This design comes from an exercise in tuning for a short achievable clock period and few clock cycles on the open sky130 flow, not from production work.
Function was checked by simulation only, so behaviour that the tests miss may differ from the original.

===== design/flow/design.v =====
`timescale 1ns / 1ps
module control(
    input  [31:0] ir,
    output [3:0]  alu_op,
    output        memtoreg, memwrite, sb, alu_src, regwrite, syscall, signext,
    output        beq, bne, bgtz, jr, j, jal, srlv,
    output [4:0]  wnum,
    output        use_rs, use_rt, is_mem, is_jump
    );
    wire [5:0] op = ir[31:26];
    wire [5:0] fn = ir[5:0];
    wire rt0 = (op == 6'd0);
    wire SLL  = rt0 & (fn == 6'd0);
    wire SRL  = rt0 & (fn == 6'd2);
    wire SRA  = rt0 & (fn == 6'd3);
    wire SRLV = rt0 & (fn == 6'd6);
    wire JR   = rt0 & (fn == 6'd8);
    wire SYSC = rt0 & (fn == 6'd12);
    wire ADD  = rt0 & (fn == 6'd32);
    wire ADDU = rt0 & (fn == 6'd33);
    wire SUB  = rt0 & (fn == 6'd34);
    wire SUBU = rt0 & (fn == 6'd35);
    wire AND  = rt0 & (fn == 6'd36);
    wire OR   = rt0 & (fn == 6'd37);
    wire NOR  = rt0 & (fn == 6'd39);
    wire SLT  = rt0 & (fn == 6'd42);
    wire SLTU = rt0 & (fn == 6'd43);
    wire RT   = rt0 & ~SYSC;
    wire J     = (op == 6'd2);
    wire JAL   = (op == 6'd3);
    wire BEQ   = (op == 6'd4);
    wire BNE   = (op == 6'd5);
    wire BGTZ  = (op == 6'd7);
    wire ADDI  = (op == 6'd8);
    wire ADDIU = (op == 6'd9);
    wire SLTI  = (op == 6'd10);
    wire ANDI  = (op == 6'd12);
    wire ORI   = (op == 6'd13);
    wire LW    = (op == 6'd35);
    wire SB    = (op == 6'd40);
    wire SW    = (op == 6'd43);
    assign memtoreg = LW;
    assign memwrite = SW | SB;
    assign sb       = SB;
    assign alu_src  = ADDI | ANDI | ADDIU | SLTI | ORI | LW | SW | SB;
    assign regwrite = RT | JAL | ADDI | ANDI | ADDIU | SLTI | ORI | LW;
    assign syscall  = SYSC;
    assign signext  = ~(ANDI | ORI);
    assign beq = BEQ; assign bne = BNE; assign bgtz = BGTZ;
    assign jr = JR; assign j = J; assign jal = JAL; assign srlv = SRLV;
    assign wnum = JAL ? 5'd31 : RT ? ir[15:11] : ir[20:16];
    assign use_rs = ~(SLL | SRL | SRA | J | JAL);
    assign use_rt = rt0 | BEQ | BNE | SW | SB;
    assign is_mem = LW | SW | SB;
    assign is_jump = J | JAL | JR;
    assign alu_op = (ADD | ADDU | ADDI | ADDIU | LW | SW | SB) ? 4'd5 :
                    SLL ? 4'd0 :
                    SRA ? 4'd1 :
                    (SRL | SRLV) ? 4'd2 :
                    (SUB | SUBU) ? 4'd6 :
                    (AND | ANDI) ? 4'd7 :
                    (OR | ORI) ? 4'd8 :
                    (SLT | SLTI) ? 4'd11 :
                    SLTU ? 4'd12 :
                    NOR ? 4'd10 : 4'd13;
endmodule
`timescale 1ns / 1ps
module ALU(
	input [31:0] x,
	input [31:0] y,
	input [9:0] op,
	input [4:0] shamt,
	output [31:0] res1
    );
wire sub = op[1] | op[5] | op[6];
wire [32:0] sum = {1'b0, x} + {1'b0, y ^ {32{sub}}} + {32'd0, sub};
wire slt  = (x[31] ^ y[31]) ? x[31] : sum[31];
wire sltu = ~sum[32];
wire [31:0] sra = $signed(y) >>> shamt;
assign res1 = ({32{op[0] | op[1]}} & sum[31:0]) |
              ({32{op[2]}} & (x & y)) |
              ({32{op[3]}} & (x | y)) |
              ({32{op[4]}} & ~(x | y)) |
              {31'd0, (op[5] & slt) | (op[6] & sltu)} |
              ({32{op[7]}} & (y << shamt)) |
              ({32{op[8]}} & (y >> shamt)) |
              ({32{op[9]}} & sra);
endmodule
`timescale 1ns / 1ps
module BrUnit(
	input [31:0] x, y,
	input [2:0] op,
	output taken
    );
wire equal = (x == y);
wire gtz = ~x[31] & (x != 32'd0);
assign taken = (op[0] & equal) | (op[1] & ~equal) | (op[2] & gtz);
endmodule
`timescale 1ns / 1ps
module WordCache #(parameter NP = 15) (
	input clk, rst,
	input [9:0] wkey,
	input [31:0] wword,
	input [10*NP-1:0] keys,
	output [NP-1:0] hits,
	output [32*NP-1:0] words
    );
reg [31:0] valid;
reg [4:0]  tag  [0:31];
reg [31:0] word [0:31];
always @(posedge clk or posedge rst) begin
	if (rst) valid <= 32'd0;
	else valid[wkey[4:0]] <= 1'b1;
end
always @(posedge clk) begin
	tag[wkey[4:0]] <= wkey[9:5];
	word[wkey[4:0]] <= wword;
end
genvar i;
generate for (i = 0; i < NP; i = i + 1) begin : g_port
	wire [9:0] k = keys[10*i+9:10*i];
	assign hits[i] = valid[k[4:0]] & (tag[k[4:0]] == k[9:5]);
	assign words[32*i+31:32*i] = word[k[4:0]];
end endgenerate
endmodule
`timescale 1ns / 1ps
module g_a22oi(input a1, a2, b1, b2, output y); assign y = ~((a1 & a2) | (b1 & b2)); endmodule
module g_nand4(input a, b, c, d, output y); assign y = ~(a & b & c & d); endmodule
module g_nor2(input a, b, output y); assign y = ~(a | b); endmodule
module g_nand2(input a, b, output y); assign y = ~(a & b); endmodule
module g_and2(input a, b, output y); assign y = a & b; endmodule
module g_nor3(input a, b, c, output y); assign y = ~(a | b | c); endmodule
module sel32(input [31:0] sel, input [1023:0] d, output [31:0] y);
genvar b, k;
generate for (b = 0; b < 32; b = b + 1) begin : g_bit
	wire [15:0] t;
	wire [3:0] u;
	wire [1:0] v;
	for (k = 0; k < 16; k = k + 1) begin : g_t
		g_a22oi x(sel[2*k], d[32*(2*k)+b], sel[2*k+1], d[32*(2*k+1)+b], t[k]);
	end
	for (k = 0; k < 4; k = k + 1) begin : g_u
		g_nand4 x(t[4*k], t[4*k+1], t[4*k+2], t[4*k+3], u[k]);
	end
	g_nor2 x0(u[0], u[1], v[0]);
	g_nor2 x1(u[2], u[3], v[1]);
	g_nand2 x2(v[0], v[1], y[b]);
end endgenerate
endmodule
module dec32(input [4:0] a, output [31:0] y);
wire [3:0] lo; wire [7:0] hi;
genvar i;
generate
	for (i = 0; i < 4; i = i + 1) begin : g_lo
		g_nor2 x(a[0] ^ i[0], a[1] ^ i[1], lo[i]);
	end
	for (i = 0; i < 8; i = i + 1) begin : g_hi
		g_nor3 x(a[2] ^ i[0], a[3] ^ i[1], a[4] ^ i[2], hi[i]);
	end
	for (i = 0; i < 32; i = i + 1) begin : g_y
		g_and2 x(lo[i % 4], hi[i / 4], y[i]);
	end
endgenerate
endmodule
module psel4(input [4:0] p, input [127:0] d, output [3:0] y);
wire [31:0] s;
dec32 dd(p, s);
genvar b, k;
generate for (b = 0; b < 4; b = b + 1) begin : g_bit
	wire [15:0] t;
	wire [3:0] u;
	wire [1:0] v;
	for (k = 0; k < 16; k = k + 1) begin : g_t
		g_a22oi x(s[2*k], d[4*(2*k)+b], s[2*k+1], d[4*(2*k+1)+b], t[k]);
	end
	for (k = 0; k < 4; k = k + 1) begin : g_u
		g_nand4 x(t[4*k], t[4*k+1], t[4*k+2], t[4*k+3], u[k]);
	end
	g_nor2 x0(u[0], u[1], v[0]);
	g_nor2 x1(u[2], u[3], v[1]);
	g_nand2 x2(v[0], v[1], y[b]);
end endgenerate
endmodule
`timescale 1ns / 1ps
module RegFile(
	input [14:0] Ra,           
	input [14:0] Rb,           
	input [14:0] W_num,
	input [95:0] Din,
	input [2:0] WE,
	input [2:0] GZin, G1in,    
	input clk,
	output [95:0] Qa, Qb,
	output [2:0] GZa,
	output [2:0] G1a,          
	output [31:0] V0_data,
	output [31:0] A0_data
    );
wire [31:0] q [0:31];
assign q[0] = 32'd0;
function gtz32;
	input [31:0] v;
	gtz32 = ~v[31] & (v != 32'd0);
endfunction
wire [2:0] gzw = GZin;
function g1f;
	input [31:0] v;
	g1f = (~v[31] & (v[30:1] != 30'd0)) | (v[31] & (v[30:0] == 31'd0));
endfunction
wire [2:0] g1w = G1in;
wire [31:0] g1;
assign g1[0] = 1'b0;
wire [31:0] gz;
assign gz[0] = 1'b0;
genvar k;
generate
	for (k = 1; k < 32; k = k + 1) begin : g_reg
		reg [31:0] r;
		reg gzq, g1q;
		always @(posedge clk)
			if (WE[2] && W_num[14:10] == k) begin r <= Din[95:64]; gzq <= gzw[2]; g1q <= g1w[2]; end
			else if (WE[1] && W_num[9:5] == k) begin r <= Din[63:32]; gzq <= gzw[1]; g1q <= g1w[1]; end
			else if (WE[0] && W_num[4:0] == k) begin r <= Din[31:0]; gzq <= gzw[0]; g1q <= g1w[0]; end
		assign q[k] = r;
		assign gz[k] = gzq;
		assign g1[k] = g1q;
	end
endgenerate
wire [1023:0] flat;
genvar f;
generate for (f = 0; f < 32; f = f + 1) begin : g_flat
	assign flat[32*f+31:32*f] = q[f];
end endgenerate
genvar p;
generate for (p = 0; p < 3; p = p + 1) begin : g_port
	wire [31:0] da, db;
	dec32 dA(Ra[5*p+4:5*p], da);
	dec32 dB(Rb[5*p+4:5*p], db);
	sel32 sA(da, flat, Qa[32*p+31:32*p]);
	sel32 sB(db, flat, Qb[32*p+31:32*p]);
	assign GZa[p] = |(da & gz);
	assign G1a[p] = |(da & g1);
end endgenerate
assign V0_data = q[2];
assign A0_data = q[4];
endmodule
`timescale 1ns / 1ps
module LedData(show, R2, clk, clr, data);
    input show, clk, clr;
    input [31:0] R2;
    output reg [31:0]data;
    always @(posedge clr or posedge clk) begin
		if(clr == 1) begin
			data <= 0;
		end
		else if(show == 1) begin
			data <= R2;
		end
	end
endmodule
`timescale 1ns / 1ps
module Counter(running, clk, clr, count);
    input running,clk,clr;
    output reg [31:0] count;
    always @(posedge clk) begin
     if(clr) count <= 0;
      else  if(running) count <= count+1;
    end
endmodule
module Counter2(inc, clk, clr, count);
    input [1:0] inc;
    input clk, clr;
    output reg [31:0] count;
    always @(posedge clk) begin
     if(clr) count <= 0;
      else  if(inc != 2'd0) count <= count + {30'd0, inc};
    end
endmodule
`timescale 1ns / 1ps
module RAM(rsel0, rsel1, rsel2, wsel, lane, data_in, sb, memWrite, clk, clr, data_out, data_out1, data_out2, mem_probe, probe, gz, g1);
    input [31:0] rsel0, rsel1, rsel2, wsel;
    input [1:0] lane;
    input [31:0] data_in;
    input sb, memWrite, clk, clr;
    output [31:0] data_out, data_out1, data_out2;
    output [2:0] gz, g1;       
    output [31:0] mem_probe;
    input wire [4:0] probe;
    wire [31:0] words [0:31];
    genvar fw, sl;
    generate for (sl = 0; sl < 8; sl = sl + 1) begin : g_sl
        wire [127:0] flat;
        for (fw = 0; fw < 32; fw = fw + 1) begin : g_flat
            assign flat[4*fw+3:4*fw] = words[fw][4*sl+3:4*sl];
        end
        psel4 pm(probe, flat, mem_probe[4*sl+3:4*sl]);
    end endgenerate
    wire [1023:0] flatw;
    genvar fx;
    generate for (fx = 0; fx < 32; fx = fx + 1) begin : g_flatw
        assign flatw[32*fx+31:32*fx] = words[fx];
    end endgenerate
    sel32 rd0(rsel0, flatw, data_out);
    sel32 rd1(rsel1, flatw, data_out1);
    sel32 rd2(rsel2, flatw, data_out2);
    wire [31:0] wgz, wg1;
    generate for (fx = 0; fx < 32; fx = fx + 1) begin : g_wt
        assign wgz[fx] = ~words[fx][31] & (words[fx] != 32'd0);
        assign wg1[fx] = (~words[fx][31] & (words[fx][30:1] != 30'd0)) | (words[fx][31] & (words[fx][30:0] == 31'd0));
    end endgenerate
    assign gz = {|(rsel2 & wgz), |(rsel1 & wgz), |(rsel0 & wgz)};
    assign g1 = {|(rsel2 & wg1), |(rsel1 & wg1), |(rsel0 & wg1)};
    genvar w, b;
    generate
        for (w = 0; w < 32; w = w + 1) begin : g_word
            for (b = 0; b < 4; b = b + 1) begin : g_byte
                reg [7:0] byte_q;
                always @(posedge clk or posedge clr) begin
                    if(clr) byte_q <= 8'h0;
                    else if(memWrite && wsel[w] && (!sb || lane == b))
                        byte_q <= sb ? data_in[7:0] : data_in[8*b+7:8*b];
                end
                assign words[w][8*b+7:8*b] = byte_q;
            end
        end
    endgenerate
endmodule
`timescale 1ns / 1ps
module MIPS_CPU(
	input rst, Go, clk,
	output [31:0] Leddata, Count_cycle, Count_branch, Count_jmp,
	input [4:0] probe,
	output [31:0] mem_probe,
	output [9:0] imem_addr,
	input [31:0] imem_data,
	output halted
    );
reg run;
reg [31:0] PC;
reg [9:0] FA;                 
reg       fa_pf;              
reg [9:0] PF;                 
assign imem_addr = FA;
assign halted = ~run;
reg        I0_valid, I1_valid, I2_valid;
reg [31:0] I0_word, I1_word, I2_word;
wire [31:0] IR [0:2];
assign IR[0] = I0_valid ? I0_word : imem_data;
assign IR[1] = I1_word;
assign IR[2] = I2_word;
wire [31:0] PCs [0:3];        
assign PCs[0] = PC;
assign PCs[1] = PC + 32'd4;
assign PCs[2] = PC + 32'd8;
assign PCs[3] = PC + 32'd12;
reg  [2:0]  B_regwrite, B_memtoreg, B_jal, B_cb, B_pt, B_jmp, B_chain, B_cbA, B_jrv, B_rs31;
reg  [4:0]  B_wnum [0:2];
reg  [9:0]  B_aluop [0:2];
reg  [4:0]  B_shamt [0:2];
reg  [31:0] B_x [0:2];
reg  [31:0] B_y [0:2];
reg  [31:0] B_pc4 [0:2];
reg  [2:0]  B_bop [0:2];
reg  [31:0] B_alt [0:2];
reg  [31:0] B_jrt [0:2];      
reg  [6:0]  B_mx [0:2];
reg  [6:0]  B_my [0:2];
reg         B_memwrite, B_sb;
reg  [1:0]  B_mslot;           
reg  [31:0] B_sd;
wire [31:0] B_din [0:2];
wire [31:0] alu [0:2];
wire [31:0] B_dnl [0:2];
wire [2:0]  B_ok;
genvar gs;
generate for (gs = 0; gs < 3; gs = gs + 1) begin : g_bok
	assign B_ok[gs] = B_regwrite[gs] & (B_wnum[gs] != 5'd0);
end endgenerate
wire mis, mis0, mis1, mis2;   
wire [2:0] live;              
wire [3:0] alu_op [0:2];
wire [2:0] memtoreg, memwrite, sb, alu_src, regwrite, syscall, signext;
wire [2:0] beq, bne, bgtz, jr, j, jal, srlv, use_rs, use_rt, is_mem, is_jump;
wire [4:0] wnum [0:2];
wire [4:0] rs [0:2];
wire [4:0] rt [0:2];
wire [31:0] imm [0:2];
generate for (gs = 0; gs < 3; gs = gs + 1) begin : g_dec
	control ctl(IR[gs], alu_op[gs], memtoreg[gs], memwrite[gs], sb[gs], alu_src[gs],
		regwrite[gs], syscall[gs], signext[gs], beq[gs], bne[gs], bgtz[gs], jr[gs], j[gs],
		jal[gs], srlv[gs], wnum[gs], use_rs[gs], use_rt[gs], is_mem[gs], is_jump[gs]);
	assign rs[gs] = IR[gs][25:21];
	assign rt[gs] = IR[gs][20:16];
	assign imm[gs] = {{16{signext[gs] & IR[gs][15]}}, IR[gs][15:0]};
end endgenerate
wire [95:0] rfa, rfb;
wire [2:0]  rf_gz, rf_g1;
wire [2:0]  wgz_in, wg1_in;    
wire [31:0] rf_v0, rf_a0r;
RegFile regFile1({rs[2], rs[1], rs[0]}, {rt[2], rt[1], rt[0]},
	{B_wnum[2], B_wnum[1], B_wnum[0]}, {B_din[2], B_din[1], B_din[0]},
	B_regwrite & live, wgz_in, wg1_in, clk, rfa, rfb, rf_gz, rf_g1, rf_v0, rf_a0r);
function [3:0] srcsel;
	input [4:0] r;
	input [2:0] ok;
	input [4:0] w0, w1, w2;
	reg m2, m1, m0;
	begin
		m2 = ok[2] & (w2 == r);
		m1 = ok[1] & (w1 == r);
		m0 = ok[0] & (w0 == r);
		srcsel = {m2, ~m2 & m1, ~m2 & ~m1 & m0, ~m2 & ~m1 & ~m0};
	end
endfunction
function [31:0] pick;
	input [3:0] s;
	input [31:0] rf, d0, d1, d2;
	begin
		pick = ({32{s[0]}} & rf) | ({32{s[1]}} & d0) | ({32{s[2]}} & d1) | ({32{s[3]}} & d2);
	end
endfunction
wire [3:0]  sa [0:2];
wire [31:0] A [0:2];
wire [31:0] Bv [0:2];
generate for (gs = 0; gs < 3; gs = gs + 1) begin : g_op
	wire [3:0] sb_ = srcsel(rt[gs], B_ok, B_wnum[0], B_wnum[1], B_wnum[2]);
	assign sa[gs] = srcsel(rs[gs], B_ok, B_wnum[0], B_wnum[1], B_wnum[2]);
	assign A[gs]  = pick(sa[gs], rfa[32*gs+31:32*gs], B_din[0], B_din[1], B_din[2]);
	assign Bv[gs] = pick(sb_, rfb[32*gs+31:32*gs], B_din[0], B_din[1], B_din[2]);
end endgenerate
wire [31:0] V0  = pick(srcsel(5'd2, B_ok, B_wnum[0], B_wnum[1], B_wnum[2]), rf_v0, B_din[0], B_din[1], B_din[2]);
wire [31:0] A0r = pick(srcsel(5'd4, B_ok, B_wnum[0], B_wnum[1], B_wnum[2]), rf_a0r, B_din[0], B_din[1], B_din[2]);
wire [31:0] redirect;
reg        B_sys;
reg [31:0] B_v0, B_a0;
reg        C_v, C_pt, C_act;
reg [31:0] C_alt;
wire misC = C_v & (C_act != C_pt);
wire show = B_sys & (B_v0 == 32'd34) & ~misC;
wire halt = B_sys & (B_v0 != 32'd34) & ~misC;
wire misx = mis | halt | misC;    
function dep;                 
	input rw_i;
	input [4:0] w_i;
	input urs_j, urt_j;
	input [4:0] rs_j, rt_j;
	begin
		dep = rw_i & (w_i != 5'd0) & ((urs_j & (rs_j == w_i)) | (urt_j & (rt_j == w_i)));
	end
endfunction
wire dep01 = dep(regwrite[0], wnum[0], use_rs[1], use_rt[1], rs[1], rt[1]);
wire dep02 = dep(regwrite[0], wnum[0], use_rs[2], use_rt[2], rs[2], rt[2]);
wire dep12 = dep(regwrite[1], wnum[1], use_rs[2], use_rt[2], rs[2], rt[2]);
wire chain1 = dep01 & bgtz[1] & ~memtoreg[0] & ~jal[0];
wire chain2 = dep12 & ~dep02 & bgtz[2] & ~memtoreg[1] & ~jal[1];
wire [2:0] dec1;
generate for (gs = 0; gs < 3; gs = gs + 1) begin : g_dec1
	assign dec1[gs] = (IR[gs][31:27] == 5'b00100) & (IR[gs][15:0] == 16'hffff) & sa[gs][0];
end endgenerate
wire resA1 = chain1 & dec1[0];
wire resA2 = chain2 & dec1[1];
wire [2:0] cb, pt, taken, endg;
generate for (gs = 0; gs < 3; gs = gs + 1) begin : g_pred
	wire ch = (gs == 1) ? chain1 : (gs == 2) ? chain2 : 1'b0;
	wire ra = (gs == 1) ? resA1 : (gs == 2) ? resA2 : 1'b0;
	wire g1 = (gs == 1) ? rf_g1[0] : rf_g1[(gs == 2) ? 1 : 0];
	wire gz = ra ? g1 : (sa[gs][0] & ~ch) ? rf_gz[gs] : IR[gs][15];
	assign cb[gs] = beq[gs] | bne[gs] | bgtz[gs];
	assign pt[gs] = bne[gs] | (beq[gs] & IR[gs][15]) | (bgtz[gs] & gz);    
	assign taken[gs] = cb[gs] & pt[gs];
	assign endg[gs] = syscall[gs] | is_jump[gs] | taken[gs];    
end endgenerate
wire iss1 = I1_valid & ~endg[0] & ~syscall[1] & ~(memwrite[0] & is_mem[1]) & (~dep01 | chain1);
wire iss2 = iss1 & ~chain1 & I2_valid & ~endg[1] & ~syscall[2] &
	~((memwrite[0] | memwrite[1]) & is_mem[2]) & ~dep02 & (~dep12 | chain2);
wire [2:0] ex = {iss2, iss1, 1'b1} & {3{~misx}};
reg        ras_v, jb_v;
reg [31:0] ras;
reg [9:0]  jb_pc;             
reg [31:0] jb_t;
wire [31:0] jrp [0:2];
wire [31:0] bt [0:2];
wire [31:0] seq [0:2];
generate for (gs = 0; gs < 3; gs = gs + 1) begin : g_npc
	assign bt[gs] = PCs[gs+1] + {imm[gs][29:0], 2'b00};
	wire [31:0] jt = {PCs[gs][31:28], IR[gs][25:0], 2'b00};
	assign jrp[gs] = (ras_v & (rs[gs] == 5'd31)) ? ras :
	                 (jb_v & (jb_pc == PCs[gs][11:2])) ? jb_t : PCs[gs+1];
	assign seq[gs] = jr[gs] ? jrp[gs] : (j[gs] | jal[gs]) ? jt : taken[gs] ? bt[gs] : PCs[gs+1];
end endgenerate
wire [31:0] nextA = iss2 ? seq[2] : iss1 ? seq[1] : seq[0];
wire [31:0] nextPC = misC ? C_alt : halt ? B_pc4[0] : mis ? redirect : nextA;
always @(posedge clk or posedge rst) begin
	if (rst) begin ras_v <= 1'b0; jb_v <= 1'b0; end
	else begin
		if (run & |(ex & jal)) ras_v <= 1'b1;
		if (jbw) jb_v <= 1'b1;
	end
end
wire [2:0] jb_s = B_jrv & ~B_rs31 & live;
wire jbw = |jb_s & ~misC;
always @(posedge clk) begin
	if (jbw) begin
		jb_pc <= jb_s[0] ? B_pc4[0][11:2] - 10'd1 : jb_s[1] ? B_pc4[1][11:2] - 10'd1 : B_pc4[2][11:2] - 10'd1;
		jb_t <= jb_s[0] ? B_alt[0] : jb_s[1] ? B_alt[1] : B_alt[2];
	end
end
always @(posedge clk) begin
	if (run & |(ex & jal)) ras <= (ex[2] & jal[2]) ? PCs[3] : (ex[1] & jal[1]) ? PCs[2] : PCs[1];
end
wire [9:0] pcw = PC[11:2];
wire [9:0] kbt0 = pcw + 10'd1 + imm[0][9:0];
wire [9:0] kbt1 = pcw + 10'd2 + imm[1][9:0];
wire [9:0] kbt2 = pcw + 10'd3 + imm[2][9:0];
wire [149:0] keys = {pcw,
	kbt2 + 10'd2, kbt2 + 10'd1, kbt2, kbt1 + 10'd2, kbt1 + 10'd1, kbt1,
	kbt0 + 10'd2, kbt0 + 10'd1, kbt0,
	pcw + 10'd5, pcw + 10'd4, pcw + 10'd3, pcw + 10'd2, pcw + 10'd1};
wire [14:0]  ch_hit;
wire [479:0] ch_word;
WordCache #(15) cache(clk, rst, FA, imem_data, keys, ch_hit, ch_word);
wire [31:0] cw [0:14];
generate for (gs = 0; gs < 15; gs = gs + 1) begin : g_cw
	assign cw[gs] = ch_word[32*gs+31:32*gs];
end endgenerate
reg        n0_v, n1_v, n2_v;
reg [31:0] n0_w, n1_w, n2_w;
task sel3;
	input integer p;
	begin
		n0_v = ch_hit[p]; n0_w = cw[p];
		n1_v = ch_hit[p+1]; n1_w = cw[p+1];
		n2_v = ch_hit[p+2]; n2_w = cw[p+2];
	end
endtask
wire redir = misx;
always @(*) begin
	n0_v = 1'b0; n1_v = 1'b0; n2_v = 1'b0;
	n0_w = cw[0]; n1_w = cw[1]; n2_w = cw[2];
	if (!run) begin
		n0_v = ch_hit[14]; n0_w = cw[14]; n1_v = ch_hit[0]; n1_w = cw[0]; n2_v = ch_hit[1]; n2_w = cw[1];
	end else if (redir) begin
		n0_v = 1'b0; n1_v = 1'b0; n2_v = 1'b0;
	end else if (iss2) begin
		if (taken[2]) sel3(11);
		else if (~is_jump[2]) sel3(2);
	end else if (iss1) begin
		if (taken[1]) sel3(8);
		else if (~is_jump[1]) sel3(1);
	end else begin
		if (taken[0]) sel3(5);
		else if (~is_jump[0]) sel3(0);
	end
end
always @(posedge clk or posedge rst) begin
	if (rst) begin
		I0_valid <= 1'b0; I1_valid <= 1'b0; I2_valid <= 1'b0;
	end else begin
		I0_valid <= n0_v;
		I1_valid <= n1_v;
		I2_valid <= n1_v & n2_v;
	end
end
always @(posedge clk) begin
	I0_word <= n0_w;
	I1_word <= n1_w;
	I2_word <= n2_w;
end
wire [9:0] pf_base = run ? pcw + 10'd3 : pcw;
wire [9:0] pf_diff = PF - pf_base;
wire pf_reset = pf_diff[9] | (pf_diff > 10'd40);
wire [9:0] PF_next = pf_reset ? pf_base : (fa_pf & (pf_diff < (run ? 10'd20 : 10'd31))) ? PF + 10'd1 : PF;
wire go_now = run | Go;         
always @(posedge clk or posedge rst) begin
	if (rst) begin
		PF <= 10'd0; FA <= 10'd0; fa_pf <= 1'b0;
	end else begin
		PF <= PF_next;
		fa_pf <= ~go_now | n0_v;
		FA <= (~go_now | n0_v) ? PF_next : (run ? nextPC[11:2] : pcw);
	end
end
always @(posedge clk or posedge rst) begin
	if (rst) run <= 1'b1;
	else if (Go) run <= 1'b1;
	else if (run & halt) run <= 1'b0;
end
always @(posedge clk or posedge rst) begin
	if (rst) PC <= 32'd0;
	else if (run) PC <= nextPC;
	else if (ch_hit[14] && cw[14] == 32'd0) PC <= PCs[1];
end
function [9:0] aluoh;
	input [3:0] c;
	begin
		case (c)
			4'd5:  aluoh = 10'b0000000001;
			4'd6:  aluoh = 10'b0000000010;
			4'd7:  aluoh = 10'b0000000100;
			4'd8:  aluoh = 10'b0000001000;
			4'd10: aluoh = 10'b0000010000;
			4'd11: aluoh = 10'b0000100000;
			4'd12: aluoh = 10'b0001000000;
			4'd0:  aluoh = 10'b0010000000;
			4'd2:  aluoh = 10'b0100000000;
			4'd1:  aluoh = 10'b1000000000;
			default: aluoh = 10'b0000000000;
		endcase
	end
endfunction
always @(posedge clk or posedge rst) begin
	if (rst) begin
		B_regwrite <= 3'd0; B_memwrite <= 1'b0; B_cb <= 3'd0; B_jmp <= 3'd0;
		B_sys <= 1'b0; B_cbA <= 3'd0; B_jrv <= 3'd0;
	end else if (run) begin
		B_sys <= ex[0] & syscall[0];
		B_regwrite <= ex & regwrite;
		B_memwrite <= |(ex & memwrite);
		B_cb <= ex & cb & ~{resA2, resA1, 1'b0};
		B_jrv <= ex & jr;
		B_cbA <= ex & {resA2, resA1, 1'b0};
		B_jmp <= ex & is_jump;
	end else begin
		B_regwrite <= 3'd0; B_memwrite <= 1'b0; B_cb <= 3'd0; B_jmp <= 3'd0;
		B_sys <= 1'b0; B_cbA <= 3'd0; B_jrv <= 3'd0;
	end
end
integer bs;
always @(posedge clk) begin
	if (run) begin
		for (bs = 0; bs < 3; bs = bs + 1) begin
			B_memtoreg[bs] <= memtoreg[bs];
			B_jal[bs] <= jal[bs];
			B_wnum[bs] <= wnum[bs];
			B_aluop[bs] <= memtoreg[bs] ? 10'd0 : aluoh(alu_op[bs]);
			B_shamt[bs] <= srlv[bs] ? A[bs][4:0] : IR[bs][10:6];
			B_x[bs] <= A[bs];
			B_y[bs] <= alu_src[bs] ? imm[bs] : Bv[bs];
			B_pc4[bs] <= PCs[bs+1];
			B_pt[bs] <= pt[bs];
			B_bop[bs] <= {bgtz[bs], bne[bs], beq[bs]};
			B_alt[bs] <= jr[bs] ? A[bs] : pt[bs] ? PCs[bs+1] : bt[bs];
			B_jrt[bs] <= jrp[bs];
			B_rs31[bs] <= (rs[bs] == 5'd31);
			B_mx[bs] <= A[bs][6:0];
			B_my[bs] <= imm[bs][6:0];
		end
		B_chain <= {chain2 & ~resA2, chain1 & ~resA1, 1'b0};
		B_v0 <= V0; B_a0 <= A0r;
		B_sb <= memwrite[0] ? sb[0] : memwrite[1] ? sb[1] : sb[2];
		B_sd <= memwrite[0] ? Bv[0] : memwrite[1] ? Bv[1] : Bv[2];
		B_mslot <= memwrite[0] ? 2'd0 : memwrite[1] ? 2'd1 : 2'd2;
	end
end
LedData led(run & show, B_a0, clk, rst, Leddata);
generate for (gs = 0; gs < 3; gs = gs + 1) begin : g_alu
	ALU alu_s(B_x[gs], B_y[gs], B_aluop[gs], B_shamt[gs], alu[gs]);
end endgenerate
wire [2:0] act;
generate for (gs = 0; gs < 3; gs = gs + 1) begin : g_br
	BrUnit bru(B_x[gs], B_y[gs], B_bop[gs], act[gs]);
end endgenerate
wire [2:0] bres = B_cb & ~B_chain;      
wire [2:0] jmis;                
generate for (gs = 0; gs < 3; gs = gs + 1) begin : g_jmis
	assign jmis[gs] = B_jrv[gs] & (B_alt[gs] != B_jrt[gs]);
end endgenerate
assign mis0 = ((bres[0] & (act[0] != B_pt[0])) | jmis[0]) & ~misC;
assign mis1 = ((bres[1] & (act[1] != B_pt[1])) | jmis[1]) & ~mis0 & ~misC;
assign mis2 = ((bres[2] & (act[2] != B_pt[2])) | jmis[2]) & ~mis0 & ~mis1 & ~misC;
assign mis = mis0 | mis1 | mis2;
assign redirect = mis0 ? B_alt[0] : mis1 ? B_alt[1] : B_alt[2];
assign live = {~mis0 & ~mis1, ~mis0, 1'b1} & {3{~misC}};
wire C_next = |(B_cb & B_chain & live);
always @(posedge clk or posedge rst) begin
	if (rst) C_v <= 1'b0;
	else C_v <= C_next;
end
wire [31:0] C_src = B_chain[1] ? alu[0] : alu[1];
always @(posedge clk) begin
	C_act <= ~C_src[31] & (C_src != 32'd0);
	C_pt <= B_chain[1] ? B_pt[1] : B_pt[2];
	C_alt <= B_chain[1] ? B_alt[1] : B_alt[2];
end
wire [6:0]  maddr [0:2];
wire [31:0] rsel [0:2];
generate for (gs = 0; gs < 3; gs = gs + 1) begin : g_ma
	assign maddr[gs] = B_mx[gs] + B_my[gs];
	dec32 mdec(maddr[gs][6:2], rsel[gs]);
end endgenerate
wire [31:0] B_wsel = (B_mslot == 2'd0) ? rsel[0] : (B_mslot == 2'd1) ? rsel[1] : rsel[2];
wire [1:0]  B_lane = (B_mslot == 2'd0) ? maddr[0][1:0] : (B_mslot == 2'd1) ? maddr[1][1:0] : maddr[2][1:0];
wire B_mwe = B_memwrite & (((B_mslot == 2'd0) & live[0]) | ((B_mslot == 2'd1) & live[1]) | ((B_mslot == 2'd2) & live[2]));
wire [31:0] mem_out [0:2];
wire [2:0] mgz, mg1;
RAM RAM1(rsel[0], rsel[1], rsel[2], B_wsel, B_lane, B_sd, B_sb, B_mwe, clk, rst,
	mem_out[0], mem_out[1], mem_out[2], mem_probe, probe, mgz, mg1);
generate for (gs = 0; gs < 3; gs = gs + 1) begin : g_din
	assign B_dnl[gs] = ({32{B_jal[gs]}} & B_pc4[gs]) | alu[gs];
	assign B_din[gs] = ({32{B_memtoreg[gs]}} & mem_out[gs]) | B_dnl[gs];
	assign wgz_in[gs] = B_memtoreg[gs] ? mgz[gs] :
		(~B_dnl[gs][31] & (B_dnl[gs] != 32'd0));
	assign wg1_in[gs] = B_memtoreg[gs] ? mg1[gs] :
		((~B_dnl[gs][31] & (B_dnl[gs][30:1] != 30'd0)) | (B_dnl[gs][31] & (B_dnl[gs][30:0] == 31'd0)));
end endgenerate
wire br_cntB = |(((bres & act) | (B_cbA & B_pt)) & live);
wire br_cntC = C_v & C_act;
wire jmp_cnt = |(B_jmp & live);
Counter count1(run, clk, rst, Count_cycle);
Counter2 count2({br_cntB & br_cntC, br_cntB ^ br_cntC}, clk, rst, Count_branch);
Counter count3(jmp_cnt, clk, rst, Count_jmp);
endmodule

===== design/flow/run.sh =====
#!/bin/bash
# synth_recipe.tcl (not shown) runs the flow's synth.tcl, then flattens the netlist and writes it again
# the make line also repeats each setting of config.mk as NAME=value (left out here)
make -C /OpenROAD-flow-scripts/flow DESIGN_CONFIG=/design/flow/config.mk WORK_HOME=/design/flow/orfs CLKGATE_MAP_FILE= SYNTH_SCRIPT=/design/flow/synth_recipe.tcl finish

===== design/flow/config.mk =====
export PLATFORM = sky130hd
export DESIGN_NAME = MIPS_CPU
export DESIGN_NICKNAME = MIPS_CPU
export VERILOG_FILES = /design/flow/design.v
export SDC_FILE = /design/flow/constraint.sdc
export NUM_CORES = 8
export LEC_CHECK = 0
export CAP_MARGIN = 40
export CORE_MARGIN = 2
export CORE_UTILIZATION = 25
export PLACE_DENSITY = 0.45
export SETUP_SLACK_MARGIN = 4.5
export SLEW_MARGIN = 40
export SYNTH_HIERARCHICAL = 1
export SYNTH_MINIMUM_KEEP_SIZE = 0
export TNS_END_PERCENT = 100

===== design/flow/constraint.sdc =====
create_clock -name core_clock -period 10.0 [get_ports {clk}]
set_input_delay 2.0000 -clock core_clock [delete_from_list [all_inputs] [get_ports {clk}]]
set_output_delay 2.0000 -clock core_clock [all_outputs]
set_load 0.01 [all_outputs]

==> impl_metrics.py, run 1 <==
metrics = {
    "run_status": {
        "status": "failed layout checks",
        "checkFailReasons": "antenna rules, slew limit",
    },
    "worst_setup_path": {
        "endpoint_kind": "register",
        "r2r_cells": 20,
        "reg2reg_to": "FA[4]",
        "cp.required_ns": 11.14,
        "r2r-start": "I1_word[24]",
        "crit_path_end": "FA[4]",
        "critPathKind": "register to register",
        "crit_path_max_fanout": 16,
        "start_kind": "register",
        "critical_path_arrival_ns": 7.43,
        "rrSetupSlack_ns": 3.71,
        "critical_path.startpoint": "I1_word[24]",
    },
    "timing": {
        "hold_viol": 0,
        "setup-tns-final_ns": 0,
        "relSlewSlack_pct": -0.233,
        "finalMaxSlewViolations": 16,
        "finalCritPeriodShare_pct": 62.9,
        "rsz0062_at_grt": "true",
        "skew_ns": 0.252,
        "setup_viol": 0,
        "fin_crit_ns": 6.29,
        "worst_pin_slew_ns": 1.50,
        "fmax_mhz": 159,
    },
    "layout": {
        "layout-area-overhead-vs-synth_pct": 22.8,
        "fin_util_pct": 30.8,
        "stdcell_count": 69428,
        "nFillCells": 188759,
        "regArea_sq_mm": 0.124,
        "multiInputGateArea_sq_mm": 0.341,
        "final_nets": 44210,
        "post-route-cell-area_sq_mm": 0.572,
        "drive_above_1_share_pct": 45.0,
    },
    "placement": {
        "dp_cells": 65926,
        "port_buffers": 210,
        "gp_congestion": 1.07,
        "placed_cell_area_sq_mm": 0.506,
        "dp_hpwl_um": 2240000,
    },
    "logic_synthesis": {
        "ys_warn_count": 35,
        "syn-mean-instance-area_sq_um": 10.8,
        "syn_inst": 43305,
        "syn_area_sq_mm": 0.466,
    },
    "run": {
        "drv_cap": 0,
    },
    "min_path": {
        "worstHoldStart": "B_a0[31]",
        "min_path_type": "register to register",
    },
    "cts": {
        "cts-hold-fix-buffers": 0,
        "cts_tree": "done",
        "clock_sinks": 4380,
        "clk_pin_slew_worst_paths_ns": 0.06,
        "h-tree-depth": 6,
        "clk_path_buf_depth": 5,
        "root_buffer": "clkbuf_16",
        "cts_buffers": 607,
        "clock_latency_ns": 1.45,
    },
    "global_route": {
        "grt_max_degree": 139,
        "track_usage_pct": 34.8,
        "busiest_layer": "met2",
        "use_met3_pct": 18.4,
        "overflow": 0,
        "met1_usage_pct": 40.8,
        "use_met2_pct": 45.6,
        "grt_pass1_wl_um": 4410000,
        "antenna_found_initial": 342,
        "grt_pass1_vias": 430207,
    },
    "routing": {
        "vias_per_cell": 6.99,
        "ant_nets": 2,
        "drt_iter0_markers": 89527,
        "drc": 0,
        "first_pass_iters": 15,
        "wirelength_um": 3480000,
        "avgRoutedWirePerCell_um": 50.2,
        "vias": 485012,
    },
    "die": {
        "start_util_pct": 25.0,
        "pin_count": 211,
        "die-area_sq_mm": 1.87,
        "core_sq_mm": 1.86,
        "die-height_um": 1370,
        "die-width_um": 1370,
        "row_count": 501,
    },
}
[critical path, stage by stage (launching register included)]
cell,delay (ns)
dfxtp_2,0.31
buf_4,0.53
inv_1,0.30
nor3_2,0.49
and2_2,0.76
a22o_1,0.23
a221oi_1,0.05
nand3_1,0.16
or4_4,0.29
nand4b_1,0.57
a31o_4,0.49
buf_12,0.15
and2_4,0.19
buf_6,0.12
buf_6,0.12
nand3_4,0.18
o221ai_4,0.14
o31ai_4,0.34
buf_4,0.17
o21ai_0,0.07
mux2_4,0.28
[placed cells by master, fill, tap and decap left out, types with 693 or more instances in the layout]
cell and n:
mux4_2 5172, edfxtp_1 2990, clkbuf_16 693, a22oi_2 5140, nand4_1 1501, mux2_2 727, a31oi_1 1147, a21oi_1 1598
mux2i_1 1517, nor2_1 3221, o21ai_0 914, nand2_1 4510, dfrtp_1 1152, buf_4 2614
[layer usage]
layer / share of wire, % / vias up
li1: - / 175492
met1: 34 / 247804
met2: 38 / 48830
met3: 16 / 12652
met4: 11 / 234
met5: 0.21 / -
[flip-flops by register name, summed over array words and instances, names as in the netlist, 91 cells and up]
| register | flops |
|---|---|
| RAM1.g_word.g_byte.byte_q | 1024 |
| B_jrt | 96 |
| regFile1.g.r | 992 |
| B_y | 96 |
| B_x | 96 |
| B_pc4 | 91 |
| cache.tag | 160 |
| B_alt | 96 |
| cache.word | 1024 |
[worst min path at each step]
stage          slack (ns)            to  depth (start not counted)
2_1_floorplan        0.45  led.data[11]                          1
3_3_place_gp         0.46  led.data[24]                          1
3_5_place_dp         0.47  led.data[31]                          1
4_1_cts              0.48  led.data[31]                          1
5_1_grt              0.49  led.data[31]                          1
6_report             0.47  led.data[31]                          1
[metrics by stage]
| step | setup WS (ns) | hold slack [ns] |
|---|---|---|
| floorplan | -6.11 | 0.454 |
| global placement | -0.101 | 0.464 |
| detailed placement | 0.153 | 0.466 |
| CTS | 4.03 | 0.476 |
| global route | 3.81 | 0.486 |
| finish | 3.71 | 0.474 |
[timing repair]
action	4_1_cts	5_1_grt
pin swaps	939	1092
hold endpoints to repair	0	0
cloned	189	91
setup endpoints to repair	3898	1575
resized for setup	3362	2333
buffers inserted	968	688
[cell type report]
class                   instances  area share [%]
flip-flops and latches       4380            21.6
multi-input cells           33909            59.5
repair buffers               4486            9.15
diodes                        395           0.173
well taps                   24647            5.39
inverters                     490           0.528
repair inverters               14          0.0219
clock inverters               342           0.743
clock buffers                 765            2.86
Testbench counts, summed over its fixed seeds: cycles 51,789.
==> inputs of run 2 (changes only) <==
--- a/design/flow/config.mk
+++ b/design/flow/config.mk
@@ -6,10 +6,10 @@
 export NUM_CORES = 8
 export LEC_CHECK = 0
-export CAP_MARGIN = 40
+export CAP_MARGIN = 50
 export CORE_MARGIN = 2
 export CORE_UTILIZATION = 25
 export PLACE_DENSITY = 0.45
 export SETUP_SLACK_MARGIN = 4.5
-export SLEW_MARGIN = 40
+export SLEW_MARGIN = 70
 export SYNTH_HIERARCHICAL = 1
 export SYNTH_MINIMUM_KEEP_SIZE = 0
==> impl_metrics.py, run 2 <==
metrics = {
    "global_route": {
        "track_usage_pct": 34.5,
        "antenna_found_initial": 281,
        "grt_max_degree": 65,
        "overflow": 0,
        "grt_pass1_vias": 445305,
        "grt_pass1_wl_um": 4420000,
    },
    "cts": {
        "cts-hold-fix-buffers": 0,
        "clock_latency_ns": 1.44,
        "cts_buffers": 602,
        "root_buffer": "clkbuf_16",
        "clock_sinks": 4380,
        "h-tree-depth": 6,
        "clk_pin_slew_worst_paths_ns": 0.06,
        "cts_tree": "done",
        "clk_path_buf_depth": 5,
    },
    "worst_setup_path": {
        "endpoint_kind": "register",
        "critical_path_arrival_ns": 7.22,
        "cp.required_ns": 11.02,
        "slowest_stage": "or4b_4",
        "reg2reg_to": "ras[9]",
        "cp_common_cell": "buf_6",
        "r2r_cells": 23,
        "rrSetupSlack_ns": 3.84,
        "start_kind": "input pin",
        "r2r-start": "I0_valid",
        "crit_path_max_fanout": 8,
        "max_stage_delay_ns": 0.56,
        "crit_chain": "buf_12 -> nand2b_4 -> and2_4 -> clkinvlp_4 -> or4b_4 -> o311ai_4 -> buf_6 -> mux2i_2 -> nand2_2 -> or4_4 -> o21ai_4 -> buf_6 -> o311ai_4 -> buf_6 -> buf_12 -> buf_6 -> a311oi_4 -> buf_4 -> buf_6 -> and3_4 -> buf_12 -> mux2i_1 -> a21oi_1",
        "critPathKind": "input pin to register",
    },
    "timing": {
        "worst_slack_ns": 3.79,
        "skew_ns": 0.251,
        "hold_ws_ns": 0.472,
        "setup_viol": 0,
        "setup-tns-final_ns": 0,
        "hold_viol": 0,
        "rsz0062_at_grt": "true",
        "worst_pin_slew_ns": 0.621,
        "fmax_mhz": 161,
        "fin_crit_ns": 6.21,
        "finalMaxSlewViolations": 0,
        "relSlewSlack_pct": 58.6,
        "finalCritPeriodShare_pct": 62.1,
    },
    "routing": {
        "drc": 0,
        "wirelength_um": 3430000,
        "drt_iter0_markers": 89687,
        "ant_nets": 0,
        "avgRoutedWirePerCell_um": 47.4,
        "vias": 493116,
        "vias_per_cell": 6.82,
        "first_pass_iters": 17,
    },
    "logic_synthesis": {
        "ys_warn_count": 35,
        "syn-mean-instance-area_sq_um": 10.8,
        "syn_area_sq_mm": 0.466,
        "syn_inst": 43305,
    },
    "die": {
        "core_sq_mm": 1.86,
        "die-area_sq_mm": 1.87,
        "die-height_um": 1370,
        "pin_count": 211,
        "row_count": 501,
        "die-width_um": 1370,
        "start_util_pct": 25.0,
    },
    "min_path": {
        "whs_path_depth": 1,
        "hold_path_end": "led.data[31]",
        "worstHoldStart": "B_a0[31]",
        "min_path_type": "register to register",
    },
    "placement": {
        "port_buffers": 210,
        "dp_cells": 69078,
        "dpl_worst_slack_ns": 1.43,
        "dp_hpwl_um": 2460000,
        "gp_congestion": 1.07,
    },
    "run_status": {
        "status": "no timing/DRC/antenna violations",
    },
    "layout": {
        "nFillCells": 185797,
        "multiInputGateArea_sq_mm": 0.346,
        "layout_commonest_cell": "mux4_2",
        "final_nets": 47254,
        "stdcell_count": 72328,
        "regArea_sq_mm": 0.124,
        "layout.cells.most_common_list": "mux4_2, a22oi_2, nand2_1",
        "drive_above_1_share_pct": 50.4,
        "layout-area-overhead-vs-synth_pct": 31.5,
    },
    "run": {
        "drv_cap": 0,
    },
}
run 2: cell type report:
| type | count | share of cell area, % |
|---|---|---|
| multi-input combinational | 33874 | 56.4 |
| timing repair buffer | 7577 | 14.4 |
| sequential | 4380 | 20.2 |
| clock buffer | 765 | 2.65 |
| clock inverter | 332 | 0.587 |
| antenna | 256 | 0.105 |
| timing repair inverter | 7 | 0.0104 |
| inverter | 490 | 0.504 |
| tap | 24647 | 5.03 |
run 2: routing by layer:
layer | track usage, % | vias to the layer above | wire [um]
li1 | - | 181385 | -
met1 | 40.9 | 251645 | 1190000
met2 | 46.0 | 47592 | 1310000
met3 | 17.5 | 12294 | 552000
met4 | 28.5 | 200 | 369000
met5 | 1.63 | - | 4740
run 2: worst max path at each step:
stage,endpoint,slack (ns),cells after the start,start
final,ras[9],3.79,23,imem_data[1]
after global routing,I2_valid,3.79,25,imem_data[1]
after CTS,I2_word[30],4.02,23,imem_data[1]
after detailed placement,FA[8],1.43,19,imem_data[0]
after global placement,FA[4],-0.10,21,imem_data[25]
after floorplan,RAM1.g_word[0].g_byte[0].byte_q[0],-6.11,1,rst
run 2: stage by stage:
step	instance area, sq um	utilization, %
2_1_floorplan	467000	-
4_1_cts	592000	31.9
3_5_place_dp	553000	29.7
6_report	612000	32.9
3_3_place_gp	501000	27.0
5_1_grt	612000	32.9
run 2: worst max-delay path, delay by kind of cell:
family	cells	cell delay, ns
simple gates	6	2.06
compound gates	5	0.99
buf+inv	10	1.64
mux	2	0.44
run 2: repair_timing:
item                                    4_1_cts  5_1_grt
gates resized for setup                    2317     2101
setup buffers                               840      590
gates cloned                                142       71
pin swaps                                   917     1164
endpoints found under the setup margin     2125     1425
==> inputs of run 3 (changes only) <==
--- a/design/flow/design.v
+++ b/design/flow/design.v
@@ -472,5 +472,5 @@
 end endgenerate
 wire iss1 = I1_valid & ~endg[0] & ~syscall[1] & ~(memwrite[0] & is_mem[1]) & (~dep01 | chain1);
-wire iss2 = iss1 & ~chain1 & I2_valid & ~endg[1] & ~syscall[2] &
+wire iss2 = 1'b0 & iss1 & ~chain1 & I2_valid & ~endg[1] & ~syscall[2] &
 	~((memwrite[0] | memwrite[1]) & is_mem[2]) & ~dep02 & (~dep12 | chain2);
 wire [2:0] ex = {iss2, iss1, 1'b1} & {3{~misx}};
@@ -559,5 +559,5 @@
 		I0_valid <= n0_v;
 		I1_valid <= n1_v;
-		I2_valid <= n1_v & n2_v;
+		I2_valid <= 1'b0;
 	end
 end
--- a/design/flow/config.mk
+++ b/design/flow/config.mk
@@ -6,10 +6,10 @@
 export NUM_CORES = 8
 export LEC_CHECK = 0
-export CAP_MARGIN = 50
+export CAP_MARGIN = 40
 export CORE_MARGIN = 2
 export CORE_UTILIZATION = 25
 export PLACE_DENSITY = 0.45
 export SETUP_SLACK_MARGIN = 4.5
-export SLEW_MARGIN = 70
+export SLEW_MARGIN = 40
 export SYNTH_HIERARCHICAL = 1
 export SYNTH_MINIMUM_KEEP_SIZE = 0
==> impl_metrics.py, run 3 <==
metrics = {
    "routing": {
        "met2WireLength_um": 1230000,
        "first_pass_iters": 10,
        "top_layer": "met5",
        "vias": 419779,
        "met3WireLength_um": 459000,
        "vias_per_cell": 6.90,
        "drt_iter0_markers": 72802,
        "drc": 0,
        "wirelength_um": 3130000,
        "avgRoutedWirePerCell_um": 51.4,
        "wl_met1_um": 1100000,
        "ant_nets": 0,
    },
    "placement": {
        "dpl_worst_slack_ns": 0.735,
        "placed_cell_area_sq_mm": 0.446,
        "gp_congestion": 1.05,
        "port_buffers": 210,
        "dp_hpwl_um": 2050000,
    },
    "cts": {
        "cts_buffers": 619,
        "clk_path_buf_depth": 5,
        "clock_latency_ns": 1.30,
        "clock_sinks": 4337,
        "cts_tree": "done",
        "cts-hold-fix-buffers": 0,
        "root_buffer": "clkbuf_16",
        "h-tree-depth": 6,
        "clk_pin_slew_worst_paths_ns": 0.06,
    },
    "die": {
        "die-height_um": 1280,
        "core_sq_mm": 1.64,
        "die-width_um": 1280,
        "pin_count": 211,
        "row_count": 470,
        "start_util_pct": 25.1,
        "die-area_sq_mm": 1.65,
    },
    "worst_setup_path": {
        "cp.required_ns": 10.92,
        "start_kind": "register",
        "critPathKind": "register to register",
        "endpoint_kind": "register",
        "critical_path_arrival_ns": 7.15,
        "crit_path_max_fanout": 9,
    },
    "global_route": {
        "grt_max_degree": 140,
        "overflow": 0,
        "track_usage_pct": 35.7,
        "grt_pass1_vias": 383947,
        "grt_pass1_wl_um": 3980000,
        "antenna_found_initial": 310,
    },
    "min_path": {
        "min_path_type": "register to register",
    },
    "layout": {
        "nFillCells": 164717,
        "layout_commonest_cell": "a22oi_2",
        "layout-area-overhead-vs-synth_pct": 24.3,
        "drive_above_1_share_pct": 47.3,
        "layout.cells.most_common_list": "a22oi_2, mux4_2, nand2_1",
        "final_nets": 38718,
        "post-route-cell-area_sq_mm": 0.510,
    },
    "timing": {
        "worst_pin_slew_ns": 5.26,
        "finalCritPeriodShare_pct": 62.3,
        "fin_crit_ns": 6.23,
        "skew_ns": 0.140,
        "finalMaxSlewViolations": 2170,
        "worst_slack_ns": 3.77,
        "setup_viol": 0,
        "rsz0062_at_grt": "true",
        "relSlewSlack_pct": -251,
        "fmax_mhz": 160,
        "hold_viol": 0,
    },
    "logic_synthesis": {
        "syn_inst": 37905,
        "ys_warn_count": 35,
        "syn_area_sq_mm": 0.410,
        "syn-mean-instance-area_sq_um": 10.8,
    },
    "run_status": {
        "checkFailReasons": "slew limit",
        "status": "failed layout checks",
    },
    "run": {
        "drv_cap": 0,
    },
}
-- run 3: worst max-delay path: stages (launching register included) --
cell,delay [ns]
edfxtp_1,0.60
ha_2,0.29
inv_2,0.04
fa_2,0.34
buf_4,0.14
buf_4,0.14
xnor2_4,0.44
nor2_2,0.30
and2_4,0.29
buf_6,0.12
buf_6,0.11
buf_12,0.12
buf_8,0.13
a22oi_2,0.15
nand4_1,0.35
nor2_4,0.48
nand2_8,0.18
a221oi_4,0.35
buf_12,0.21
buf_12,0.12
buf_12,0.13
clkinvlp_4,0.16
buf_12,0.21
clkbuf_16,0.19
nand2_2,0.06
a31oi_1,0.11
-- run 3: repair_timing --
action	in CTS	in global routing
buffers inserted	980	461
gates resized for setup	3926	2227
endpoints found under the setup margin	3864	2454
pin swaps	1030	1167
gates cloned	151	53
-- run 3: cell type report --
cell class / count / area (sq um) / share of cell area (%)
Clock inverter: 349 / 4210 / 0.825
Clock buffer: 778 / 16700 / 3.28
Sequential cell: 4337 / 122000 / 24.0
Tap cell: 21712 / 27200 / 5.33
Timing Repair inverter: 14 / 203 / 0.0397
Multi-Input combinational cell: 29113 / 291000 / 57.1
Timing Repair Buffer: 3735 / 44600 / 8.75
Antenna cell: 245 / 613 / 0.120
Inverter: 582 / 2850 / 0.559
-- run 3: final timing paths --
path	start	slack [ns]	end	cells past startpoint
min reg2reg	B_a0[5]	0.48	led.data[5]	1
max	B_my[0][0]	3.77	regFile1.g_reg[26].r[14]	25
min in group asynchronous	rst	1.08	RAM1.g_word[29].g_byte[1].byte_q[5]	2
max in group asynchronous	rst	6.88	RAM1.g_word[7].g_byte[3].byte_q[2]	5
min	B_a0[5]	0.48	led.data[5]	1
max reg2reg	B_my[0][0]	3.77	regFile1.g_reg[26].r[14]	25
-- run 3: routing by layer --
metal | track usage, % | vias to the layer above
met2 | 49.1 | 40273
met4 | 29.6 | 166
met1 | 42.3 | 216170
li1 | - | 152562
met5 | 0.652 | -
met3 | 16.3 | 10608
-- run 3: stage by stage --
stage                     util (%)  hold slack (ns)  std cells   TNS, ns
after global routing          31.1            0.497      60706         0
after detailed placement      27.3            0.470      57822         0
after CTS                     30.2            0.484      60080         0
after floorplan                  -            0.449      38103  -6260.67
after global placement        27.0            0.464      57716         0
final                         31.2            0.479      60865         0
Testbench counts of run 3, summed over its fixed seeds: cycles 58,555.
==> inputs of run 4 (changes only) <==
--- a/design/flow/design.v
+++ b/design/flow/design.v
@@ -239,6 +239,8 @@
 	sel32 sA(da, flat, Qa[32*p+31:32*p]);
 	sel32 sB(db, flat, Qb[32*p+31:32*p]);
-	assign GZa[p] = |(da & gz);
-	assign G1a[p] = |(da & g1);
+	wire [31:0] dg;
+	dec32 dG(Ra[5*p+4:5*p], dg);
+	assign GZa[p] = |(dg & gz);
+	assign G1a[p] = |(dg & g1);
 end endgenerate
 assign V0_data = q[2];
@@ -472,9 +474,11 @@
 end endgenerate
 wire iss1 = I1_valid & ~endg[0] & ~syscall[1] & ~(memwrite[0] & is_mem[1]) & (~dep01 | chain1);
-wire iss2 = 1'b0 & iss1 & ~chain1 & I2_valid & ~endg[1] & ~syscall[2] &
+wire iss2 = iss1 & ~chain1 & I2_valid & ~endg[1] & ~syscall[2] &
 	~((memwrite[0] | memwrite[1]) & is_mem[2]) & ~dep02 & (~dep12 | chain2);
 wire [2:0] ex = {iss2, iss1, 1'b1} & {3{~misx}};
 reg        ras_v, jb_v;
-reg [31:0] ras;
+reg [31:0] ras;               
+wire       jal_B;             
+wire [31:0] ret_B;
 reg [9:0]  jb_pc;             
 reg [31:0] jb_t;
@@ -485,5 +489,5 @@
 	assign bt[gs] = PCs[gs+1] + {imm[gs][29:0], 2'b00};
 	wire [31:0] jt = {PCs[gs][31:28], IR[gs][25:0], 2'b00};
-	assign jrp[gs] = (ras_v & (rs[gs] == 5'd31)) ? ras :
+	assign jrp[gs] = (rs[gs] == 5'd31) ? (jal_B ? ret_B : ras_v ? ras : PCs[gs+1]) :
 	                 (jb_v & (jb_pc == PCs[gs][11:2])) ? jb_t : PCs[gs+1];
 	assign seq[gs] = jr[gs] ? jrp[gs] : (j[gs] | jal[gs]) ? jt : taken[gs] ? bt[gs] : PCs[gs+1];
@@ -494,5 +498,5 @@
 	if (rst) begin ras_v <= 1'b0; jb_v <= 1'b0; end
 	else begin
-		if (run & |(ex & jal)) ras_v <= 1'b1;
+		if (jal_B) ras_v <= 1'b1;
 		if (jbw) jb_v <= 1'b1;
 	end
@@ -500,4 +504,7 @@
 wire [2:0] jb_s = B_jrv & ~B_rs31 & live;
 wire jbw = |jb_s & ~misC;
+wire [2:0] jal_s = B_jal & live & {3{~misC}};
+assign jal_B = |jal_s;
+assign ret_B = jal_s[2] ? B_pc4[2] : jal_s[1] ? B_pc4[1] : B_pc4[0];
 always @(posedge clk) begin
 	if (jbw) begin
@@ -507,5 +514,5 @@
 end
 always @(posedge clk) begin
-	if (run & |(ex & jal)) ras <= (ex[2] & jal[2]) ? PCs[3] : (ex[1] & jal[1]) ? PCs[2] : PCs[1];
+	if (jal_B) ras <= ret_B;
 end
 wire [9:0] pcw = PC[11:2];
@@ -559,5 +566,5 @@
 		I0_valid <= n0_v;
 		I1_valid <= n1_v;
-		I2_valid <= 1'b0;
+		I2_valid <= n1_v & n2_v;
 	end
 end
--- a/design/flow/config.mk
+++ b/design/flow/config.mk
@@ -6,10 +6,10 @@
 export NUM_CORES = 8
 export LEC_CHECK = 0
-export CAP_MARGIN = 40
+export CAP_MARGIN = 50
 export CORE_MARGIN = 2
 export CORE_UTILIZATION = 25
 export PLACE_DENSITY = 0.45
 export SETUP_SLACK_MARGIN = 4.5
-export SLEW_MARGIN = 40
+export SLEW_MARGIN = 70
 export SYNTH_HIERARCHICAL = 1
 export SYNTH_MINIMUM_KEEP_SIZE = 0
==> impl_metrics.py, run 4 <==
metrics = {
    "placement": {
        "gp_congestion": 1.06,
        "port_buffers": 210,
        "dp_cells": 69723,
        "placed_cell_area_sq_mm": 0.556,
        "dp_hpwl_um": 2520000,
    },
    "worst_setup_path": {
        "crit_path_max_fanout": 7,
        "rrSetupSlack_ns": 3.45,
        "cp.required_ns": 11.15,
        "endpoint_kind": "register",
        "cp_common_cell": "buf_16",
        "start_kind": "register",
        "cp_num_buf_inv": 7,
        "critPathKind": "register to register",
        "max_stage_delay_ns": 0.67,
        "critPathTopFamily": "simple AND/OR/NAND/NOR gates",
        "crit_chain": "buf_16 -> buf_12 -> mux2_4 -> or4b_4 -> o311ai_4 -> buf_6 -> mux2i_2 -> nand2_2 -> or4_4 -> o21a_4 -> nor2b_4 -> a221o_4 -> nand2b_4 -> or3_4 -> or3_4 -> nor2_4 -> buf_6 -> buf_12 -> buf_16 -> buf_16 -> a221oi_4 -> a31oi_1 -> mux2_4",
        "slowest_stage": "or4b_4",
        "critical_path_arrival_ns": 7.71,
    },
    "logic_synthesis": {
        "syn-mean-instance-area_sq_um": 10.8,
        "ys_warn_count": 35,
        "syn_inst": 43519,
        "syn_area_sq_mm": 0.468,
    },
    "timing": {
        "hold_viol": 0,
        "worst_pin_slew_ns": 0.550,
        "setup_viol": 0,
        "fin_crit_ns": 6.55,
        "skew_ns": 0.196,
        "relSlewSlack_pct": 62.3,
        "rsz0062_at_grt": "true",
        "finalCritPeriodShare_pct": 65.5,
        "finalMaxSlewViolations": 0,
        "fmax_mhz": 153,
    },
    "layout": {
        "final_nets": 47197,
        "post-route-cell-area_sq_mm": 0.610,
        "layout-area-overhead-vs-synth_pct": 30.4,
        "layout_commonest_cell": "a22oi_2",
        "fin_util_pct": 32.7,
        "stdcell_count": 72602,
        "drive_above_1_share_pct": 50.2,
        "layout.cells.most_common_list": "a22oi_2, mux4_2, nand2_1",
    },
    "global_route": {
        "antenna_found_initial": 303,
        "grt_max_degree": 66,
        "grt_pass1_wl_um": 4460000,
        "track_usage_pct": 34.9,
        "overflow": 0,
        "grt_pass1_vias": 446717,
    },
    "die": {
        "die-area_sq_mm": 1.88,
        "row_count": 502,
        "core_sq_mm": 1.87,
        "start_util_pct": 25.1,
        "die-width_um": 1370,
        "die-height_um": 1370,
        "pin_count": 211,
    },
    "cts": {
        "h-tree-depth": 6,
        "clock_sinks": 4380,
        "clock_latency_ns": 1.41,
        "cts_tree": "done",
        "clk_path_buf_depth": 5,
        "cts_buffers": 615,
        "root_buffer": "clkbuf_16",
        "cts-hold-fix-buffers": 0,
        "clk_pin_slew_worst_paths_ns": 0.07,
    },
    "routing": {
        "ant_nets": 0,
        "drc": 0,
        "vias": 491557,
        "drt_iter0_markers": 87545,
        "wirelength_um": 3460000,
        "avgRoutedWirePerCell_um": 47.6,
        "first_pass_iters": 15,
        "vias_per_cell": 6.77,
    },
    "min_path": {
        "min_path_type": "register to register",
    },
    "run": {
        "drv_cap": 0,
    },
    "run_status": {
        "status": "no timing/DRC/antenna violations",
    },
}
## run 4: changes by cell type in the layout (fill, tap and decap cells not counted), moves of 295 or more
| cell | change |
|---|---|
| mux4_2 | +1274 |
| buf_8 | +466 |
| buf_12 | +412 |
| a21oi_1 | +375 |
| buf_2 | +1289 |
| a22oi_1 | +377 |
| buf_4 | +821 |
| buf_16 | +295 |
| nand2_1 | +1176 |
| mux2i_1 | +944 |
## run 4: through the flow
step	TNS, ns	hold WS [ns]	setup slack, ns
detailed placement	0	0.466	0.975
global placement	0	0.467	0.555
CTS	0	0.480	3.67
floorplan	-6260.67	0.457	-6.11
finish	0	0.480	3.45
global route	0	0.493	3.47
## run 4: final timing paths
kind	startpoint	end	cells after the start
worst max-delay path	I0_valid	I1_word[25]	23
worst min-delay path	B_a0[4]	led.data[4]	1
worst max register to register	I0_valid	I1_word[25]	23
worst min register to register	B_a0[4]	led.data[4]	1
max in group asynchronous	rst	RAM1.g_word[22].g_byte[0].byte_q[7]	9
min in group asynchronous	rst	RAM1.g_word[9].g_byte[3].byte_q[0]	3
## run 4: routing by layer
metal / share of wire (%) / up-vias / global-route usage (%)
met5: 0.14 / - / 1.11
li1: - / 181715 / -
met4: 11 / 176 / 29.1
met1: 35 / 250261 / 41.6
met2: 39 / 47113 / 47.1
met3: 15 / 12292 / 16.4
## run 4: cell type report
cell class / instances / area (sq um)
Inverter: 512 / 3340
Fill cell: 186530 / 1260000
Tap cell: 24948 / 31200
Sequential cell: 4380 / 124000
Antenna cell: 268 / 671
Timing Repair Buffer: 7305 / 82800
Clock buffer: 786 / 16700
Clock inverter: 342 / 4140
Multi-Input combinational cell: 34052 / 347000
Timing Repair inverter: 9 / 110
## run 4: timing repair
| item | in CTS | in global routing |
|---|---|---|
| cloned | 88 | 42 |
| pin swaps | 890 | 886 |
| buffers inserted | 797 | 335 |
| setup endpoints to repair | 2498 | 1148 |
| resized for setup | 2635 | 1420 |
Testbench counts of run 4, summed over its fixed seeds: cycles 51,948.

re-timing with driven ports:
Ports are ideal in the flow. The routed layouts listed here were re-timed in OpenROAD.
Step 1: set_driving_cell puts a clkbuf_16 on clk and a buf_2 on each other input, an assumption about the parent block.
Step 2 adds t to the input delays and takes it off the output delays; t is the mean of the earliest and latest rising clock arrival at the registers after step 1. Input paths then give back, and output paths get back, about the clock's delay inside the block.
Slacks: no drivers / after step 1 / after step 2; pairs: no drivers / after step 1.
run	t (ns)	setup WS [ns]	worst data-port slew with drivers (ns)
run 1	1.527	3.709 / 3.478 / 2.365	0.68
run 2	1.519	3.794 / 3.475 / 2.319	0.54
run 3	1.401	3.769 / 3.557 / 2.530	0.47
run 4	1.507	3.446 / 3.357 / 1.850	0.57
The setup slack of run 4, which loses most, moves by -0.089 ns with the drivers and by -1.596 ns with both steps.
